From an optimization exercise on the open Yosys and OpenROAD flow, aimed at a short achievable clock period and few clock cycles; shortcuts taken in it are not production practice.
In this exercise RTL edits were held to simulation tests only and were not proved equivalent to the original.
Power and IR drop assume default switching activity.

==> design/flow/design.v <==
module core
(
    clock_in,
    mem_in,
    reset_in,
    led_out,
    mem_fetch,
    mem_we,
    mem_oe,
    mem_add,
    mem_out
);
    input clock_in;
    input [15:0] mem_in;
    input reset_in;
    output [7:0] led_out;
    output mem_fetch;
    output mem_we;
    output mem_oe;
    output [15:0] mem_add;
    output [15:0] mem_out;
    localparam MB = 4;               
    localparam MN = 1 << MB;
    reg [15:0] o_add;
    reg o_oe, o_we, o_fetch;
    reg [15:0] o_out;
    reg [7:0] led;
    assign mem_add = o_add;
    assign mem_oe = o_oe;
    assign mem_we = o_we;
    assign mem_fetch = o_fetch;
    assign mem_out = o_out;
    assign led_out = led;
    reg f_nfetch;      
    reg f_load;        
    reg f_halt;
    reg f_sq;          
    reg f_hp;          
    reg [15:0] fa_x;   
    reg [2:0] m_dr;
    reg [15:0] r0, r1, r2, r3, r4, r5, r6, r7;
    reg [2:0] cc;    
    reg [15:0] dh;
    reg [15:0] dh_pc;
    reg e_v;
    reg [15:0] e_a, e_b, e_s;
    reg [2:0] e_dr;
    reg e_wr, e_cc, e_and, e_not, e_led, e_mem, e_ld;
    reg [MN-1:0] mt_v;
    reg [15:MB] mt_tag [0:MN-1];
    reg [15:0] mt_tgt [0:MN-1];
    function [16:0] ks16c;
        input [15:0] a, b;
        input cin;
        reg [15:0] g, p;
        integer i, d;
        begin
            g = a & b;
            p = a | b;
            g[0] = g[0] | (p[0] & cin);
            for (d = 1; d < 16; d = d * 2)
                for (i = 15; i >= d; i = i - 1) begin
                    g[i] = g[i] | (p[i] & g[i-d]);
                    p[i] = p[i] & p[i-d];
                end
            ks16c = {g[15], (a ^ b) ^ {g[14:0], cin}};
        end
    endfunction
    function [15:0] inc16;
        input [15:0] x;
        reg [15:0] c;
        integer i, d;
        begin
            c = x;
            for (d = 1; d < 16; d = d * 2)
                for (i = 15; i >= d; i = i - 1)
                    c[i] = c[i] & c[i-d];
            inc16 = x ^ {c[14:0], 1'b1};
        end
    endfunction
    function [2:0] setcc;
        input [15:0] v;
        setcc = v[15] ? 3'b100 : (v == 16'h0) ? 3'b010 : 3'b001;
    endfunction
    function [15:0] rsel;
        input [2:0] s;
        input [15:0] a0, a1, a2, a3, a4, a5, a6, a7;
        case (s)
            3'd0: rsel = a0;
            3'd1: rsel = a1;
            3'd2: rsel = a2;
            3'd3: rsel = a3;
            3'd4: rsel = a4;
            3'd5: rsel = a5;
            3'd6: rsel = a6;
            default: rsel = a7;
        endcase
    endfunction
    function is_halt_op;
        input [15:0] w;
        is_halt_op = ((w[15:12] == 4'hf) && (w[7:0] == 8'h25)) ||
                     (w[15:12] == 4'h8) || (w[15:12] == 4'ha) ||
                     (w[15:12] == 4'hb) || (w[15:12] == 4'hd);
    endfunction
    wire [16:0] sum_x = ks16c(e_a, e_b, 1'b0);
    wire [15:0] sum = sum_x[15:0];
    wire [15:0] alu = e_and ? (e_a & e_b) : e_not ? ~e_a : sum;
    wire z_add = ((e_a ^ e_b) == {e_a[14:0] | e_b[14:0], 1'b0});
    wire z_and = ((e_a & e_b) == 16'h0);
    wire z_not = (e_a == 16'hffff);
    wire e_z = e_and ? z_and : e_not ? z_not : z_add;
    wire e_n = alu[15];
    wire [2:0] e_ccv = {e_n, e_z, ~e_n & ~e_z};
    wire e_w = e_v & e_wr;
    wire e_c = e_v & e_cc;
    wire f_fetch = ~f_nfetch;
    wire [15:0] fa = fa_x ^ 16'h3000;
    wire sel_h = f_nfetch | f_sq;    
    wire [15:0] di = mem_in;
    wire [3:0] op = di[15:12];
    wire [2:0] sr1 = di[8:6];
    wire [2:0] sr2 = di[2:0];
    wire [2:0] drf = di[11:9];
    wire [15:0] ra = (e_w && e_dr == sr1) ? alu : rsel(sr1, r0, r1, r2, r3, r4, r5, r6, r7);
    wire [15:0] rb = (e_w && e_dr == sr2) ? alu : rsel(sr2, r0, r1, r2, r3, r4, r5, r6, r7);
    wire [15:0] rs = (e_w && e_dr == drf) ? alu : rsel(drf, r0, r1, r2, r3, r4, r5, r6, r7);
    wire [15:0] fa1 = inc16(fa);
    wire [2:0] cc_f = e_c ? e_ccv : cc;
    wire [MB-1:0] mi = fa[MB-1:0];
    wire mt_hit = mt_v[mi] && (mt_tag[mi] == fa[15:MB]);
    wire [15:0] mt_t = mt_tgt[mi];
    wire is_br = (op == 4'h0);
    wire is_jsr = (op == 4'h4);
    wire br_t = is_br && ((drf & cc_f) != 3'b000);
    wire use_t = br_t || (is_jsr && di[11]);
    wire jmp = (op == 4'hc) || (is_jsr && !di[11]);
    wire unres = use_t && !mt_hit;
    wire [15:0] nfa_f = jmp ? ra : use_t ? mt_t : fa1;
    wire halt_f = is_halt_op(di);
    wire pcrel = (op == 4'he) || (op == 4'h2) || (op == 4'h3) || is_jsr;
    wire alu_op = (op == 4'h1) || (op == 4'h5);
    wire base_op = (op == 4'h6) || (op == 4'h7);
    wire [15:0] off9 = {{7{di[8]}}, di[8:0]};
    wire [15:0] da_f = pcrel ? fa1 : ra;
    wire [15:0] db_f = alu_op ? (di[5] ? {{11{di[4]}}, di[4:0]} : rb) :
                       base_op ? {{10{di[5]}}, di[5:0]} : is_jsr ? 16'h0 : off9;
    wire [3:0] hop = dh[15:12];
    wire [2:0] hsr1 = dh[8:6];
    wire [2:0] hsr2 = dh[2:0];
    wire [2:0] hdrf = dh[11:9];
    wire [15:0] hra = (f_load && m_dr == hsr1) ? mem_in : rsel(hsr1, r0, r1, r2, r3, r4, r5, r6, r7);
    wire [15:0] hrb = (f_load && m_dr == hsr2) ? mem_in : rsel(hsr2, r0, r1, r2, r3, r4, r5, r6, r7);
    wire [15:0] hrs = (f_load && m_dr == hdrf) ? mem_in : rsel(hdrf, r0, r1, r2, r3, r4, r5, r6, r7);
    wire [15:0] hpc1 = inc16(dh_pc);
    wire [2:0] cc_h = f_load ? setcc(mem_in) : cc;
    wire h_is_br = (hop == 4'h0);
    wire h_is_jsr = (hop == 4'h4);
    wire [15:0] hoff = h_is_jsr ? {{5{dh[10]}}, dh[10:0]} : {{7{dh[8]}}, dh[8:0]};
    wire [16:0] htgt_x = ks16c(dh_pc, hoff, 1'b1);
    wire [15:0] htgt = htgt_x[15:0];
    wire h_use_t = (h_is_br && ((hdrf & cc_h) != 3'b000)) || (h_is_jsr && dh[11]);
    wire h_jmp = (hop == 4'hc) || (h_is_jsr && !dh[11]);
    wire [15:0] nfa_h = h_jmp ? hra : h_use_t ? htgt : hpc1;
    wire halt_h = is_halt_op(dh);
    wire h_fill = h_is_br || (h_is_jsr && dh[11]);
    wire h_pcrel = (hop == 4'he) || (hop == 4'h2) || (hop == 4'h3) || h_is_jsr;
    wire h_alu_op = (hop == 4'h1) || (hop == 4'h5);
    wire h_base_op = (hop == 4'h6) || (hop == 4'h7);
    wire [15:0] da_h = h_pcrel ? hpc1 : hra;
    wire [15:0] db_h = h_alu_op ? (dh[5] ? {{11{dh[4]}}, dh[4:0]} : hrb) :
                       h_base_op ? {{10{dh[5]}}, dh[5:0]} : h_is_jsr ? 16'h0 : {{7{dh[8]}}, dh[8:0]};
    wire [15:0] dsel = sel_h ? dh : di;
    wire [15:0] nfa = sel_h ? nfa_h : nfa_f;
    wire halt_d = sel_h ? halt_h : halt_f;
    wire [15:0] da = sel_h ? da_h : da_f;
    wire [15:0] db = sel_h ? db_h : db_f;
    wire [15:0] ds = sel_h ? hrs : rs;
    wire [3:0] dop = dsel[15:12];
    wire go_mem = e_v & e_mem;
    always @(posedge clock_in or posedge reset_in) begin
        if (reset_in) begin
            o_add <= 16'h3000;
            o_oe <= 1'b1;
            o_we <= 1'b0;
            o_fetch <= 1'b1;
            f_nfetch <= 1'b0;
            f_load <= 1'b0;
            f_halt <= 1'b0;
            f_sq <= 1'b0;
            f_hp <= 1'b0;
            fa_x <= 16'h0;
            e_v <= 1'b0;
            r0 <= 16'h0;
            r1 <= 16'h1;
            r2 <= 16'h2;
            r3 <= 16'h3;
            r4 <= 16'h0;
            r5 <= 16'h0;
            r6 <= 16'h0;
            r7 <= 16'h0;
            cc <= 3'b000;
            led <= 8'h0;
            mt_v <= {MN{1'b0}};
        end else if (!f_halt) begin
            if (f_load) begin
                case (m_dr)
                    3'd0: r0 <= mem_in;
                    3'd1: r1 <= mem_in;
                    3'd2: r2 <= mem_in;
                    3'd3: r3 <= mem_in;
                    3'd4: r4 <= mem_in;
                    3'd5: r5 <= mem_in;
                    3'd6: r6 <= mem_in;
                    default: r7 <= mem_in;
                endcase
            end else if (e_w) begin
                case (e_dr)
                    3'd0: r0 <= alu;
                    3'd1: r1 <= alu;
                    3'd2: r2 <= alu;
                    3'd3: r3 <= alu;
                    3'd4: r4 <= alu;
                    3'd5: r5 <= alu;
                    3'd6: r6 <= alu;
                    default: r7 <= alu;
                endcase
            end
            cc <= f_load ? setcc(mem_in) : cc_f;
            if (e_v & e_led)
                led <= led + 8'h1;
            if (sel_h && h_fill)
                mt_v[dh_pc[MB-1:0]] <= 1'b1;
            if (f_hp) begin
                o_add <= 16'hffff;
                o_oe <= 1'b0;
                o_we <= 1'b0;
                o_fetch <= 1'b0;
                f_nfetch <= 1'b1;
                f_load <= 1'b0;
                f_halt <= 1'b1;
                f_sq <= 1'b0;
                e_v <= 1'b0;
            end else if (go_mem) begin
                o_add <= sum;
                o_oe <= e_ld;
                o_we <= !e_ld;
                o_fetch <= 1'b0;
                f_nfetch <= 1'b1;
                f_load <= e_ld;
                f_sq <= 1'b0;
                e_v <= 1'b0;
            end else begin
                o_add <= nfa;
                o_oe <= 1'b1;
                o_we <= 1'b0;
                o_fetch <= 1'b1;
                f_nfetch <= 1'b0;
                f_load <= 1'b0;
                fa_x <= nfa ^ 16'h3000;
                f_sq <= !sel_h && unres;
                f_hp <= halt_d;
                e_v <= !f_sq;
            end
        end
    end
    always @(posedge clock_in) begin
        if (go_mem) begin
            o_out <= e_s;
            m_dr <= e_dr;
        end
        if (f_fetch) begin
            dh <= mem_in;
            dh_pc <= fa;
        end
        if (sel_h && h_fill) begin
            mt_tag[dh_pc[MB-1:0]] <= dh_pc[15:MB];
            mt_tgt[dh_pc[MB-1:0]] <= htgt;
        end
        e_a <= da;
        e_b <= db;
        e_s <= ds;
        e_dr <= (dop == 4'h4) ? 3'd7 : dsel[11:9];
        e_wr <= (dop == 4'h1) || (dop == 4'h5) || (dop == 4'h9) || (dop == 4'he) ||
                (dop == 4'h2) || (dop == 4'h6) || (dop == 4'h4);
        e_cc <= (dop == 4'h1) || (dop == 4'h5) || (dop == 4'h9) || (dop == 4'he);
        e_and <= (dop == 4'h5);
        e_not <= (dop == 4'h9);
        e_led <= (dop == 4'hf) && (dsel[7:0] == 8'h30);
        e_mem <= (dop == 4'h2) || (dop == 4'h3) || (dop == 4'h6) || (dop == 4'h7);
        e_ld <= (dop == 4'h2) || (dop == 4'h6);
    end
endmodule
==> design/flow/run.sh <==
#!/bin/bash
# synth_recipe.tcl (not shown) runs the flow's synth.tcl, then flattens the netlist and writes it again
# the make line also repeats each setting of config.mk as NAME=value (left out here)
make -C /OpenROAD-flow-scripts/flow DESIGN_CONFIG=/design/flow/config.mk WORK_HOME=/design/flow/orfs CLKGATE_MAP_FILE= SYNTH_SCRIPT=/design/flow/synth_recipe.tcl finish
==> design/flow/config.mk <==
export PLATFORM = sky130hd
export DESIGN_NAME = core
export DESIGN_NICKNAME = core
export VERILOG_FILES = /design/flow/design.v
export SDC_FILE = /design/flow/constraint.sdc
export NUM_CORES = 4
export LEC_CHECK = 0
export CAP_MARGIN = 20
export CORE_MARGIN = 2
export CORE_UTILIZATION = 40
export SETUP_SLACK_MARGIN = 5
export SLEW_MARGIN = 20
export TNS_END_PERCENT = 100
==> design/flow/constraint.sdc <==
create_clock -name core_clock -period 8.0 [get_ports {clock_in}]
set_input_delay 1.6000 -clock core_clock [delete_from_list [all_inputs] [get_ports {clock_in}]]
set_output_delay 1.6000 -clock core_clock [all_outputs]
set_load 0.01 [all_outputs]
==> metrics.csv <==
metric,value,unit
status,finished clean,
area_delta_synth_final,24.01,%
ff_latch_area,21100,um^2
first_pass_iters,7,
finish.instance_area,50240,um^2
synthFlopType,edfxtp_1,
finalHoldViolCount,0,
end_kind,register,
synth_warnings,1,
drt.antenna.violating_nets,0,
whs_endpoint,o_out[5],
worstPathRequired,8.59,ns
crit_family,simple AND/OR/NAND/NOR gates,
grt_antenna_before_repair,8,
syn_area,40510,um^2
wire_per_inst,31.68,um
setup_viol,0,
fin_crit,3.539,ns
cap_viol_max_count,0,
wl_met1,61.57,mm
die_area,103800,um^2
r2r-start,e_b[1],
cts.clk_slew.worst_paths,0.08,ns
track_usage,30.48,%
cp_slowest_stage_delay,0.41,ns
crit_fanout,8,
synth_seq_cells,753,
path_cells,"buf_16, or3_4, nor4_4, and4_4, a2bb2oi_4, and2_4, buf_12, nor3b_4, a311o_1, a311oi_2, o221ai_1, a21oi_2, nor2_1",
cts_root_buffer,clkbuf_16,
place_congestion,1.040,
vias,33440,
insertion_delay,0.71,ns
multi_input_comb_area,20450,um^2
finClkSkew,0.05150,ns
worst_hold_startpoint,e_s[5],
avgSynthCellArea,11.52,um^2
dpl_cell_area,42780,um^2
htreeDepth,3,
worstSetupStartpointType,input port,
r2r_cells,16,
vias_per_cell,6.523,
final_cell_mix,"499 x edfxtp_1, 372 x nand2_1, 227 x o21ai_0",
tns,0,ns
synth_edf_count,499,
ys_async_sr_fraction,26.03,%
fin_crit_sh,44.23,%
wl,162.4,mm
r2r_end,o_add[12],
die_y,322.2,um
coreArea,100300,um^2
worst-slew-pin-transition,1.070,ns
ys_types,82,
wl_met3,19.81,mm
rsz0062_at_grt,true,
clock_sinks,753,
ios,61,
drtIter0Drc,5577,
max-vdd-ir-drop,0.0002319,V
clock_path_buffers,3,
fin_nets,3784,
cts_tree,done,
path_buf_inv,2,
grt_overflow,0,
place_hpwl,95.66,mm
final-max-slew-violation-count,0,
top_layer,met5,
syn-num-nets,3604,
power,13210,uW
cts_made_buffers,82,
grt_pass1_wl,227.6,mm
yosysSeqAreaShare,51.99,%
start_util,40.39,%
fmax,282.6,MHz
drc,0,
p_leak,0.01823,uW
slowest_stage,or3_4,
drive_gt1_share,28.91,%
crit_arrival,4.13,ns
grt_pass1_vias,30890,
hold_class,register to register,
utilization,50.09,%
hold_depth,0,
fp-row-count,116,
final_common_cell,edfxtp_1,
grt_max_degree,112,
io_buffers,60,
critical_path_class,input port to register,
synthCells,3516,
wl_met2,67.92,mm
die_w,322.2,um
nFillCells,8651,
slew_headroom,27.90,%
power.density,262.9,nW/um^2
r2r_setup_slack,4.52,ns
==> cell type report <==
type,instances,share of cell area [%]
clock inverter,46,1.148
clock buffer,105,4.378
tap,1357,3.380
sequential,753,41.99
timing repair buffer,333,7.357
antenna,6,0.02989
multi-input combinational,2411,40.70
inverter,115,1.011
==> cell families (layout without fill, tap and decap cells) <==
| family | count (synthesis) | count (layout) | synth area share [%] |
|---|---|---|---|
| AO/OA/AOI/OAI | 932 | 933 | 14.54 |
| AND/OR/NAND/NOR | 913 | 929 | 9.998 |
| buffers and inverters | 369 | 599 | 3.447 |
| other | 0 | 6 | 0 |
| multiplexers | 367 | 367 | 15.41 |
| flip-flops | 753 | 753 | 51.99 |
| adder cells (fa/ha/maj) | 70 | 70 | 2.199 |
| XOR/XNOR | 112 | 112 | 2.421 |
==> metal layers <==
layer  global-route usage, %  vias up
met5                       0        -
met4                   19.76        2
met3                   7.591      618
met2                   43.72     2485
met1                   41.14    16560
li1                        -    13770
==> power breakdown <==
group	switching, uW	internal [uW]
Clock	1670	2240
Combinational	2790	1750
Sequential	228	4540
Total	4680	8530
==> worst register-to-register path, cell delays in order (launching register included) <==
cell	delay (ns)
dfxtp_4	0.38
inv_4	0.04
ha_4	0.15
nand2b_4	0.13
a211o_1	0.31
a211oi_2	0.29
nand4_1	0.20
and3_4	0.26
o41ai_4	0.26
buf_4	0.20
o21ai_4	0.10
buf_12	0.15
nor3_4	0.32
buf_4	0.19
nand2_1	0.06
a31o_2	0.25
o221a_2	0.12
==> through the flow <==
| step | cells | hold WS [ns] | setup WS, ns |
|---|---|---|---|
| 2_1_floorplan | 3516 | 0.3855 | 3.874 |
| 3_3_place_gp | 4755 | 0.3865 | 2.991 |
| 3_5_place_dp | 4756 | 0.3887 | 2.887 |
| 4_1_cts | 5028 | 0.3974 | 4.548 |
| 5_1_grt | 5121 | 0.4035 | 4.404 |
| 6_report | 5126 | 0.3925 | 4.461 |
==> cells in the mapped netlist (11+ instances only) <==
cell	number	area, um^2
edfxtp_1	499	14980
nand2_1	388	1456
o21ai_0	317	1587
nor2_1	240	900.9
clkbuf_1	205	769.5
mux4_2	198	4459
dfrtp_1	188	4705
a21oi_1	184	920.9
inv_1	108	405.4
mux2i_1	96	960.9
mux2_2	72	810.8
ha_1	68	850.8
nand3_1	66	330.3
xnor2_1	63	551.8
dfxtp_1	58	1161
o22ai_1	55	344.1
xor2_1	49	429.2
a221oi_1	45	394.1
buf_1	45	168.9
nor3_1	41	205.2
o211ai_1	39	292.8
a31oi_1	38	237.7
a22oi_1	36	270.3
nor2b_1	34	212.7
a211oi_1	33	247.7
o221ai_1	29	254.0
nand4_1	26	162.7
nand2b_1	25	156.4
a21o_1	22	165.2
and3_1	21	131.4
and2_1	18	112.6
nor4_1	17	106.4
o31ai_1	13	97.59
or3_1	12	75.07
a2111oi_0	11	96.34
==> registers in the layout, indices dropped and copies added, names as in the netlist, 3 cells and up <==
signal,count
r1,16
mt_tgt,256
mt_tag,192
cc,3
led,8
mt_v,16
m_dr,3
r5,16
dh_pc,16
dh,16
r0,16
e_b,16
o_out,16
e_s,16
o_add,16
r4,16
fa_x,16
r3,16
r6,16
r2,16
e_dr,3
e_a,16
r7,16
==> how the worst max path moves through the flow <==
stage	startpoint	end	depth (start not counted)
4_1_cts	mem_in[7]	fa_x[15]	13
2_1_floorplan	reset_in	cc[0]	1
5_1_grt	e_a[11]	o_add[12]	14
3_3_place_gp	mem_in[3]	o_add[15]	13
3_5_place_dp	mem_in[13]	o_add[15]	12
6_report	mem_in[7]	o_add[15]	13
==> timing repair <==
action,CTS,global route
resized for setup,482,247
hold buffers,0,0
setup endpoints to repair,855,625
gates cloned,18,15
pin swaps,87,92
setup buffers,103,76
Testbench counts, summed over its fixed seeds: cycles 131,321.

[what the ideal ports hide]
In the flow no input, the clock included, has a driving cell. The finished layout below was timed again as built, in two steps.
Step 1: set_driving_cell puts a clkbuf_16 on clock_in and a buf_2 on each other input, an assumption about the parent block.
Step 2 moves the port delays by t, midway between the first and last clock arrival at a register: inputs arrive t later, outputs are due t later. That takes back most of the time a late clock gives input paths.
Three values: no drivers, after step 1, after step 2; two values: the first two.
t (ns): 0.758
setup slack, ns: 4.461 / 4.408 / 3.650
latest minus earliest clock arrival (ns): 0.053 / 0.052
worst register clock-pin slew, ns: 0.08 / 0.08
cell pins on the clock port's net: 1
After both steps setup and hold are still met in this run. The setup slack of this run moves by -0.053 ns with the drivers and by -0.811 ns with both steps.
